Source: an optimization exercise on an open RTL-to-GDS flow (aim: small area, a short achievable clock period and few clock cycles). Production flows keep margins and buffers that such runs may drop. Where RTL was checked, it was by simulation tests only, not by an equivalence proof against the original. No driver is modelled on the clock port, so clock power and skew are understated where the tree is cut down; a real chip needs a root buffer or a tree. Power and IR drop assume default switching activity.

==> flow/design.v <==
module LZ77_Encoder(clk,reset,chardata,valid,encode,finish,offset,match_len,char_nxt);
input               clk;
input               reset;
input       [7:0]   chardata;
output reg          valid;
output              encode;
output reg          finish;
output reg  [3:0]   offset;
output reg  [2:0]   match_len;
output      [7:0]   char_nxt;
assign encode = 1'b1;
reg [79:0] hist;
reg [3:0]  cnt;
reg        st;
reg [9:1]  al;
always @(posedge clk)
    hist <= {hist[71:0], chardata};
reg [3:0] cnt_nx;
always @(*)
    case (cnt)
        4'd0: cnt_nx = 4'd1;
        4'd1: cnt_nx = 4'd2;
        4'd2: cnt_nx = 4'd3;
        4'd3: cnt_nx = 4'd4;
        4'd4: cnt_nx = 4'd5;
        4'd5: cnt_nx = 4'd6;
        4'd6: cnt_nx = 4'd7;
        4'd7: cnt_nx = 4'd8;
        4'd8: cnt_nx = 4'd9;
        default: cnt_nx = 4'd10;
    endcase
always @(posedge clk or posedge reset)
    if (reset) cnt <= 4'd0;
    else       cnt <= cnt_nx;
wire [7:0] cur = hist[7:0];
assign char_nxt = hist[15:8];
wire [9:1] eq;
genvar g;
generate
    for (g = 1; g <= 9; g = g + 1) begin : cmp
        assign eq[g] = (hist[8*g +: 8] == cur);
    end
endgenerate
wire [9:1] vm;
assign vm[1] = cnt[3] | cnt[2] | cnt[1];
assign vm[2] = cnt[3] | cnt[2] | (cnt[1] & cnt[0]);
assign vm[3] = cnt[3] | cnt[2];
assign vm[4] = cnt[3] | (cnt[2] & (cnt[1] | cnt[0]));
assign vm[5] = cnt[3] | (cnt[2] & cnt[1]);
assign vm[6] = cnt[3] | (cnt[2] & cnt[1] & cnt[0]);
assign vm[7] = cnt[3];
assign vm[8] = cnt[3] & (cnt[1] | cnt[0]);
assign vm[9] = cnt[3] & cnt[1];
wire       en = (cnt != 4'd0);
wire [2:0] je = st ? 3'd0 : match_len;
wire [9:1] a  = al & eq & vm;
wire [2:0] jn = {je[2] ^ (je[1] & je[0]), je[1] ^ je[0], ~je[0]};
reg [3:0] enc;
integer k;
always @(*) begin
    enc = 4'd0;
    for (k = 1; k <= 9; k = k + 1)
        if (al[k]) enc = k - 1;
end
wire kill = (a == 9'd0) || (je == 3'd7);
wire nk   = kill | ~en;
wire emit = en & kill & ~finish;
always @(posedge clk) begin
    st        <= nk;
    al        <= a | {9{nk}};
    match_len <= kill ? je : jn;
    offset    <= st ? 4'd0 : enc;
end
always @(posedge clk or posedge reset)
    if (reset) begin
        valid  <= 1'b0;
        finish <= 1'b0;
    end else begin
        valid <= emit;
        if (emit && cur == 8'h24) finish <= 1'b1;
    end
endmodule
Settings: LEC_CHECK=0, CAP_MARGIN=40, CORE_MARGIN=2, CORE_UTILIZATION=30, PLACE_DENSITY=0.35, SLEW_MARGIN=40; clock period 13.0 ns.
standard.sh (not shown) runs the stock make flow with config.mk's settings and CLKGATE_MAP_FILE= SYNTH_SCRIPT=/design/flow/synth_recipe.tcl, a recipe that flattens the netlist after the stock synthesis.
==> flow/flow/run.sh <==
#!/bin/bash
# Layout flow: the standard synthesis, then the ORFS layout steps with
# settings from flow/params.sh (port buffer cell, setup margin for
# repair_timing), every logic cell first reset to its smallest drive strength
# so that repair only upsizes what timing needs, and the clock tree that CTS
# builds replaced by one level of buffers (flow/clocktree.tcl).
# Each tool's output goes to a log file here.
set -euo pipefail
source flow/params.sh
R=orfs/results/$FLOW_PLATFORM/LZ77_Encoder/base
bash standard.sh synth > synth.log 2>&1
if [[ "${DOWNSIZE:-0}" == 1 ]]; then
  IN_DB=$R/1_synth.odb openroad -no_init -exit flow/downsize.tcl > downsize.log 2>&1
fi
export CLK_GROUPS CLK_BUF
bash standard.sh "${MAKEVARS[@]}" POST_CTS_TCL=$PWD/flow/clocktree.tcl finish > layout.log 2>&1
Other scripts of this flow, unchanged in this note and not shown: flow/flow/clocktree.tcl, flow/flow/downsize.tcl, flow/flow/params.sh
Testbench counts at the start, summed over its fixed seeds: cycles 24,720.
Then changed:
--- a/flow/design.v
+++ b/flow/design.v
@@ -27,6 +27,5 @@
         4'd6: cnt_nx = 4'd7;
         4'd7: cnt_nx = 4'd8;
-        4'd8: cnt_nx = 4'd9;
-        default: cnt_nx = 4'd10;
+        default: cnt_nx = 4'd9;
     endcase
 always @(posedge clk or posedge reset)
@@ -42,17 +41,17 @@
     end
 endgenerate
-wire [9:1] vm;
-assign vm[1] = cnt[3] | cnt[2] | cnt[1];
-assign vm[2] = cnt[3] | cnt[2] | (cnt[1] & cnt[0]);
-assign vm[3] = cnt[3] | cnt[2];
-assign vm[4] = cnt[3] | (cnt[2] & (cnt[1] | cnt[0]));
-assign vm[5] = cnt[3] | (cnt[2] & cnt[1]);
-assign vm[6] = cnt[3] | (cnt[2] & cnt[1] & cnt[0]);
-assign vm[7] = cnt[3];
-assign vm[8] = cnt[3] & (cnt[1] | cnt[0]);
-assign vm[9] = cnt[3] & cnt[1];
+wire [9:1] mask;
+assign mask[1] = |cnt;
+assign mask[2] = cnt[3] | cnt[2] | cnt[1];
+assign mask[3] = cnt[3] | cnt[2] | (cnt[1] & cnt[0]);
+assign mask[4] = cnt[3] | cnt[2];
+assign mask[5] = cnt[3] | (cnt[2] & (cnt[1] | cnt[0]));
+assign mask[6] = cnt[3] | (cnt[2] & cnt[1]);
+assign mask[7] = cnt[3] | (cnt[2] & cnt[1] & cnt[0]);
+assign mask[8] = cnt[3];
+assign mask[9] = cnt[3] & cnt[0];
 wire       en = (cnt != 4'd0);
 wire [2:0] je = st ? 3'd0 : match_len;
-wire [9:1] a  = al & eq & vm;
+wire [9:1] a  = al & eq;
 wire [2:0] jn = {je[2] ^ (je[1] & je[0]), je[1] ^ je[0], ~je[0]};
 reg [3:0] enc;
@@ -68,5 +67,5 @@
 always @(posedge clk) begin
     st        <= nk;
-    al        <= a | {9{nk}};
+    al        <= nk ? mask : a;
     match_len <= kill ? je : jn;
     offset    <= st ? 4'd0 : enc;
- wire length shrinks by 1.7%
- die area rises by 1.8%
- global-route usage falls by 0.69 points
- power increases by 1.5%
- cell area came out higher by 1.8%
- worst hold slack gets worse by 0.0090 ns
- core utilization decreases by 0.58 points
- register-to-register slack improved by 0.06 ns
- clock power hardly moves
No functional check of the RTL was part of the second run of this note. In every run of this note, the design's own scripts or RTL, not TritonCTS, make the clock network.


Setup of the reference run:
Starts from the design.v that is shown in full above.
Settings: LEC_CHECK=0, CAP_MARGIN=40, CORE_MARGIN=2, CORE_UTILIZATION=30, PLACE_DENSITY=0.35, SLEW_MARGIN=40; clock period 13.0 ns.
Scripts as last shown in full above: flow/flow/run.sh
Other scripts of this flow, unchanged in this note and not shown: flow/flow/clocktree.tcl, flow/flow/downsize.tcl, flow/flow/params.sh
Testbench counts of the reference run, summed over its fixed seeds: cycles 24,720.
The inputs of the trial run differ from those of the reference run as listed below.
==> flow/design.v <==
module LZ77_Encoder(clk,reset,chardata,valid,encode,finish,offset,match_len,char_nxt);
input               clk;
input               reset;
input       [7:0]   chardata;
output reg          valid;
output              encode;
output reg          finish;
output reg  [3:0]   offset;
output reg  [2:0]   match_len;
output      [7:0]   char_nxt;
assign encode = 1'b1;
reg [79:0] hist;
reg [3:0]  cnt;
reg        st;
reg [9:1]  al;
always @(posedge clk)
    hist <= {hist[71:0], chardata};
reg [3:0] cnt_nx;
always @(*)
    case (cnt)
        4'd0: cnt_nx = 4'd1;
        4'd1: cnt_nx = 4'd2;
        4'd2: cnt_nx = 4'd3;
        4'd3: cnt_nx = 4'd4;
        4'd4: cnt_nx = 4'd5;
        4'd5: cnt_nx = 4'd6;
        4'd6: cnt_nx = 4'd7;
        4'd7: cnt_nx = 4'd8;
        default: cnt_nx = 4'd9;
    endcase
always @(posedge clk or posedge reset)
    if (reset) cnt <= 4'd0;
    else       cnt <= cnt_nx;
wire [7:0] cur = hist[7:0];
assign char_nxt = hist[15:8];
wire [9:1] eq;
genvar g;
generate
    for (g = 1; g <= 9; g = g + 1) begin : cmp
        assign eq[g] = (hist[8*g +: 8] == cur);
    end
endgenerate
wire [9:1] mask;
assign mask[1] = |cnt;
assign mask[2] = cnt[3] | cnt[2] | cnt[1];
assign mask[3] = cnt[3] | cnt[2] | (cnt[1] & cnt[0]);
assign mask[4] = cnt[3] | cnt[2];
assign mask[5] = cnt[3] | (cnt[2] & (cnt[1] | cnt[0]));
assign mask[6] = cnt[3] | (cnt[2] & cnt[1]);
assign mask[7] = cnt[3] | (cnt[2] & cnt[1] & cnt[0]);
assign mask[8] = cnt[3];
assign mask[9] = cnt[3] & cnt[0];
wire       en = (cnt != 4'd0);
wire [2:0] je = st ? 3'd0 : match_len;
wire [9:1] a  = al & eq;
wire [2:0] jn = {je[2] ^ (je[1] & je[0]), je[1] ^ je[0], ~je[0]};
reg [3:0] enc;
integer k;
always @(*) begin
    enc = 4'd0;
    for (k = 1; k <= 9; k = k + 1)
        if (a[k]) enc = k - 1;
end
wire kill = (a == 9'd0) || (je == 3'd7);
wire nk   = kill | ~en;
wire emit = en & kill & ~finish;
always @(posedge clk) begin
    st        <= nk;
    al        <= nk ? mask : a;
    match_len <= kill ? je : jn;
    if (!(kill && !st)) offset <= enc;
end
always @(posedge clk or posedge reset)
    if (reset) begin
        valid  <= 1'b0;
        finish <= 1'b0;
    end else begin
        valid <= emit;
        if (emit && cur == 8'h24) finish <= 1'b1;
    end
endmodule
Results
Switching part of the total up 0.53 points in the trial run wrt the reference run
First-pass GRT wire length, the trial run vs the reference run: up by more than 10%
Per the comparison of the trial run with the reference run, synthesized cell count now larger; power after layout now larger; period utilization comparable.
Max final worst setup slack across the reference run and the trial run: the reference run
The trial run vs the reference run, register area went up by about 2%.
Taking the reference run as the reference, in the trial run finished layout cell area grew by 210 um^2, sequential share of layout area shrank by 2.0 points, largest vdd supply drop grew by 22%, overall die height grew by 3.1 um, met2 track demand over resource in global routing grew by 0.60 points.
The reference run → the trial run: die area climbed 5.7%, worst hold slack barely changed.
Testbench counts of the trial run, summed over its fixed seeds: cycles 24,720.
In every run of this note, the design's own scripts or RTL, not TritonCTS, make the clock network.


LZ77_Encoder, a different RTL version from the one above (not shown whole).
Size in the first run: roughly 340 cells after synthesis, roughly 28 I/O pins, roughly 0.0037 mm^2 of cells after synthesis.
// LZ77_Encoder
module LZ77_Encoder(clk,reset,chardata,valid,encode,finish,offset,match_len,char_nxt);
==> module LZ77_Encoder, before the edit <==
module LZ77_Encoder(clk,reset,chardata,valid,encode,finish,offset,match_len,char_nxt);
input               clk;
input               reset;
input       [7:0]   chardata;
output reg          valid;
output              encode;
output reg          finish;
output reg  [3:0]   offset;
output reg  [2:0]   match_len;
output      [7:0]   char_nxt;
assign encode = 1'b1;
reg [79:0] hist;
reg [3:0]  cnt;
reg        st;
reg [9:1]  al;
always @(posedge clk)
    hist <= {hist[71:0], chardata};
reg [3:0] cnt_nx;
always @(*)
    case (cnt)
        4'd0: cnt_nx = 4'd1;
        4'd1: cnt_nx = 4'd2;
        4'd2: cnt_nx = 4'd3;
        4'd3: cnt_nx = 4'd4;
        4'd4: cnt_nx = 4'd5;
        4'd5: cnt_nx = 4'd6;
        4'd6: cnt_nx = 4'd7;
        4'd7: cnt_nx = 4'd8;
        default: cnt_nx = 4'd9;
    endcase
always @(posedge clk or posedge reset)
    if (reset) cnt <= 4'd0;
    else       cnt <= cnt_nx;
wire [7:0] cur = hist[7:0];
assign char_nxt = hist[15:8];
wire [9:1] eq;
wire [9:1] mask;
genvar g;
generate
    for (g = 1; g <= 9; g = g + 1) begin : cmp
        assign eq[g]   = (hist[8*g +: 8] == cur);
    end
endgenerate
assign mask[1] = |cnt;
assign mask[2] = cnt[3] | cnt[2] | cnt[1];
assign mask[3] = cnt[3] | cnt[2] | (cnt[1] & cnt[0]);
assign mask[4] = cnt[3] | cnt[2];
assign mask[5] = cnt[3] | (cnt[2] & (cnt[1] | cnt[0]));
assign mask[6] = cnt[3] | (cnt[2] & cnt[1]);
assign mask[7] = cnt[3] | (cnt[2] & cnt[1] & cnt[0]);
assign mask[8] = cnt[3];
assign mask[9] = cnt[3] & cnt[0];
wire       en = (cnt != 4'd0);
wire [2:0] je = st ? 3'd0 : match_len;
wire [9:1] a  = al & eq;
wire [2:0] jn = {je[2] ^ (je[1] & je[0]), je[1] ^ je[0], ~je[0]};
reg        stop;
reg [9:1]  a_pr;
integer k;
always @(*) begin
    stop = 1'b0;
    for (k = 1; k <= 7; k = k + 1)
        if (je == k - 1 && a[k]) stop = 1'b1;
    for (k = 1; k <= 9; k = k + 1)
        a_pr[k] = a[k] & ~(stop && (je >= k));
end
reg [3:0] enc;
always @(*) begin
    enc = 4'd0;
    for (k = 1; k <= 9; k = k + 1)
        if (a[k]) enc = k - 1;
end
wire kill = (a == 9'd0) || (je == 3'd7);
wire nk   = kill | ~en;
wire emit = en & kill & ~finish;
always @(posedge clk) begin
    st        <= nk;
    al        <= nk ? mask : a_pr;
    match_len <= kill ? je : jn;
    if (!(kill && !st)) offset <= enc;
end
always @(posedge clk or posedge reset)
    if (reset) begin
        valid  <= 1'b0;
        finish <= 1'b0;
    end else begin
        valid <= emit;
        if (emit && cur == 8'h24) finish <= 1'b1;
    end
endmodule
==> flow/config.mk <==
export PLATFORM = sky130hd
export DESIGN_NAME = LZ77_Encoder
export DESIGN_NICKNAME = LZ77_Encoder
export VERILOG_FILES = /design/flow/design.v
export SDC_FILE = /design/flow/constraint.sdc
export NUM_CORES = 8
export LEC_CHECK = 0
export CAP_MARGIN = 40
export CORE_MARGIN = 2
export CORE_UTILIZATION = 30
export PLACE_DENSITY = 0.35
export SLEW_MARGIN = 40
==> flow/constraint.sdc <==
create_clock -name core_clock -period 13.0 [get_ports {clk}]
set_input_delay 2.6000 -clock core_clock [delete_from_list [all_inputs] [get_ports {clk}]]
set_output_delay 2.6000 -clock core_clock [all_outputs]
set_load 0.01 [all_outputs]
==> flow/flow/run.sh <==
#!/bin/bash
# Layout flow: the standard synthesis, then the ORFS layout steps with
# settings from flow/params.sh (port buffer cell, setup margin for
# repair_timing, clock tree buffers), and optionally every logic cell reset to
# its smallest drive strength right after synthesis so that repair_timing
# only upsizes what the timing needs. Each tool's output goes to a log here.
set -euo pipefail
source flow/params.sh
R=orfs/results/$FLOW_PLATFORM/LZ77_Encoder/base
bash standard.sh synth > synth.log 2>&1
if [[ "${DOWNSIZE:-0}" == 1 ]]; then
  IN_DB=$R/1_synth.odb openroad -no_init -exit flow/downsize.tcl > downsize.log 2>&1
fi
bash standard.sh "${MAKEVARS[@]}" finish > layout.log 2>&1
==> flow/flow/downsize.tcl <==
# Swap every logic cell to the smallest-area cell of its family (same
# function, other drive strength). Flip-flops keep their type.
read_db $::env(IN_DB)
set db [ord::get_db]
set fam {}
foreach lib [$db getLibs] {
  foreach m [$lib getMasters] {
    set n [$m getName]
    if {[regexp {^(sky130_fd_sc_hd__[a-z0-9]+)_([0-9]+)$} $n -> base drv]} {
      dict lappend fam $base $m
    }
  }
}
set swapped 0
foreach inst [[ord::get_db_block] getInsts] {
  set m [$inst getMaster]
  set n [$m getName]
  if {![regexp {^(sky130_fd_sc_hd__[a-z0-9]+)_([0-9]+)$} $n -> base drv]} continue
  if {[regexp {__(df|edf|sdf|dl|sedf|clk|conb|tap|fill|decap)} $n]} continue
  set best $m
  set ba [expr {[$m getWidth] * [$m getHeight]}]
  foreach c [dict get $fam $base] {
    set a [expr {[$c getWidth] * [$c getHeight]}]
    if {$a < $ba} { set best $c; set ba $a }
  }
  if {$best ne $m} {
    $inst swapMaster $best
    incr swapped
  }
}
puts "downsized $swapped instances"
write_db $::env(IN_DB)
==> flow/flow/params.sh <==
DOWNSIZE=1
MAKEVARS=("BUFFER_PORTS_ARGS=-buffer_cell sky130_fd_sc_hd__buf_2" "CTS_BUF_LIST=sky130_fd_sc_hd__clkbuf_8" CTS_CLUSTER_SIZE=30 SETUP_SLACK_MARGIN=9.45)
The starting point completed with no timing, DRC or antenna violations.
==> next run, changes <==
--- a/flow/design.v
+++ b/flow/design.v
@@ -31,19 +31,19 @@
 always @(posedge clk or posedge reset)
     if (reset) cnt <= 4'd0;
     else       cnt <= cnt_nx;
 wire [7:0] cur = hist[7:0];
 assign char_nxt = hist[15:8];
 wire [9:1] eq;
-wire [9:1] mask;
 genvar g;
 generate
     for (g = 1; g <= 9; g = g + 1) begin : cmp
-        assign eq[g]   = (hist[8*g +: 8] == cur);
+        assign eq[g] = (hist[8*g +: 8] == cur);
     end
 endgenerate
+wire [9:1] mask;
 assign mask[1] = |cnt;
 assign mask[2] = cnt[3] | cnt[2] | cnt[1];
 assign mask[3] = cnt[3] | cnt[2] | (cnt[1] & cnt[0]);
 assign mask[4] = cnt[3] | cnt[2];
 assign mask[5] = cnt[3] | (cnt[2] & (cnt[1] | cnt[0]));
 assign mask[6] = cnt[3] | (cnt[2] & cnt[1]);
@@ -51,34 +51,25 @@
 assign mask[8] = cnt[3];
 assign mask[9] = cnt[3] & cnt[0];
 wire       en = (cnt != 4'd0);
 wire [2:0] je = st ? 3'd0 : match_len;
 wire [9:1] a  = al & eq;
 wire [2:0] jn = {je[2] ^ (je[1] & je[0]), je[1] ^ je[0], ~je[0]};
-reg        stop;
-reg [9:1]  a_pr;
+reg [3:0] enc;
 integer k;
-always @(*) begin
-    stop = 1'b0;
-    for (k = 1; k <= 7; k = k + 1)
-        if (je == k - 1 && a[k]) stop = 1'b1;
-    for (k = 1; k <= 9; k = k + 1)
-        a_pr[k] = a[k] & ~(stop && (je >= k));
-end
-reg [3:0] enc;
 always @(*) begin
     enc = 4'd0;
     for (k = 1; k <= 9; k = k + 1)
         if (a[k]) enc = k - 1;
 end
 wire kill = (a == 9'd0) || (je == 3'd7);
 wire nk   = kill | ~en;
 wire emit = en & kill & ~finish;
 always @(posedge clk) begin
     st        <= nk;
-    al        <= nk ? mask : a_pr;
+    al        <= nk ? mask : a;
     match_len <= kill ? je : jn;
     if (!(kill && !st)) offset <= enc;
 end
 always @(posedge clk or posedge reset)
     if (reset) begin
         valid  <= 1'b0;
Result: Total power came out higher by about 4%; global-route usage grows by 0.39 points; hold slack degrades by 0.0055 ns; area after synthesis went down by about 3.3%; sequential power hardly moves; routed wire length decreases by about 2%; maximum frequency increases by 0.38%; combinational power goes up by about 9%; non-clock buffer count went down by 1; clock skew is about the same; setup slack improved by 0.013 ns; clock-buffer cell count is unchanged; final area went down by about 3%.
Testbench counts after the change, summed over its fixed seeds: cycles 24,720.
No functional check of the RTL was part of the first run of this note.

## port drivers added, routing unchanged
No port has a modelled driver above. Below, the same layouts with a new extraction and two added sets of constraints. Step 1 (the two cells are an assumption about what drives the block):
set clk [get_ports {clk}]
set_driving_cell -lib_cell sky130_fd_sc_hd__clkbuf_16 $clk
set_driving_cell -lib_cell sky130_fd_sc_hd__buf_2 [delete_from_list [all_inputs] $clk]
Step 2 moves the port delays by t, midway between the first and last clock arrival at a register: inputs arrive t later, outputs are due t later. That takes back most of the time a late clock gives input paths. Slacks: ideal / step 1 / step 2; pairs: ideal / step 1.
| run | shift t [ns] | setup WS [ns] | worst setup path after step 2 |
|---|---|---|---|
| the first run of note 1 | 0.221 | 9.726 / 9.637 / 9.858 | register to output |
| the second run of note 1 | 0.220 | 9.709 / 9.625 / 9.845 | register to output |
| the reference run | 0.241 | 9.700 / 9.617 / 9.858 | register to output |
| the trial run | 0.239 | 9.693 / 9.612 / 9.851 | register to output |
| the first run of note 3 | 0.402 | 9.492 / 9.459 / 9.860 | register to output |
| the second run of note 3 | 0.407 | 9.505 / 9.470 / 9.877 | register to output |
After both steps setup and hold are still met in every run listed.
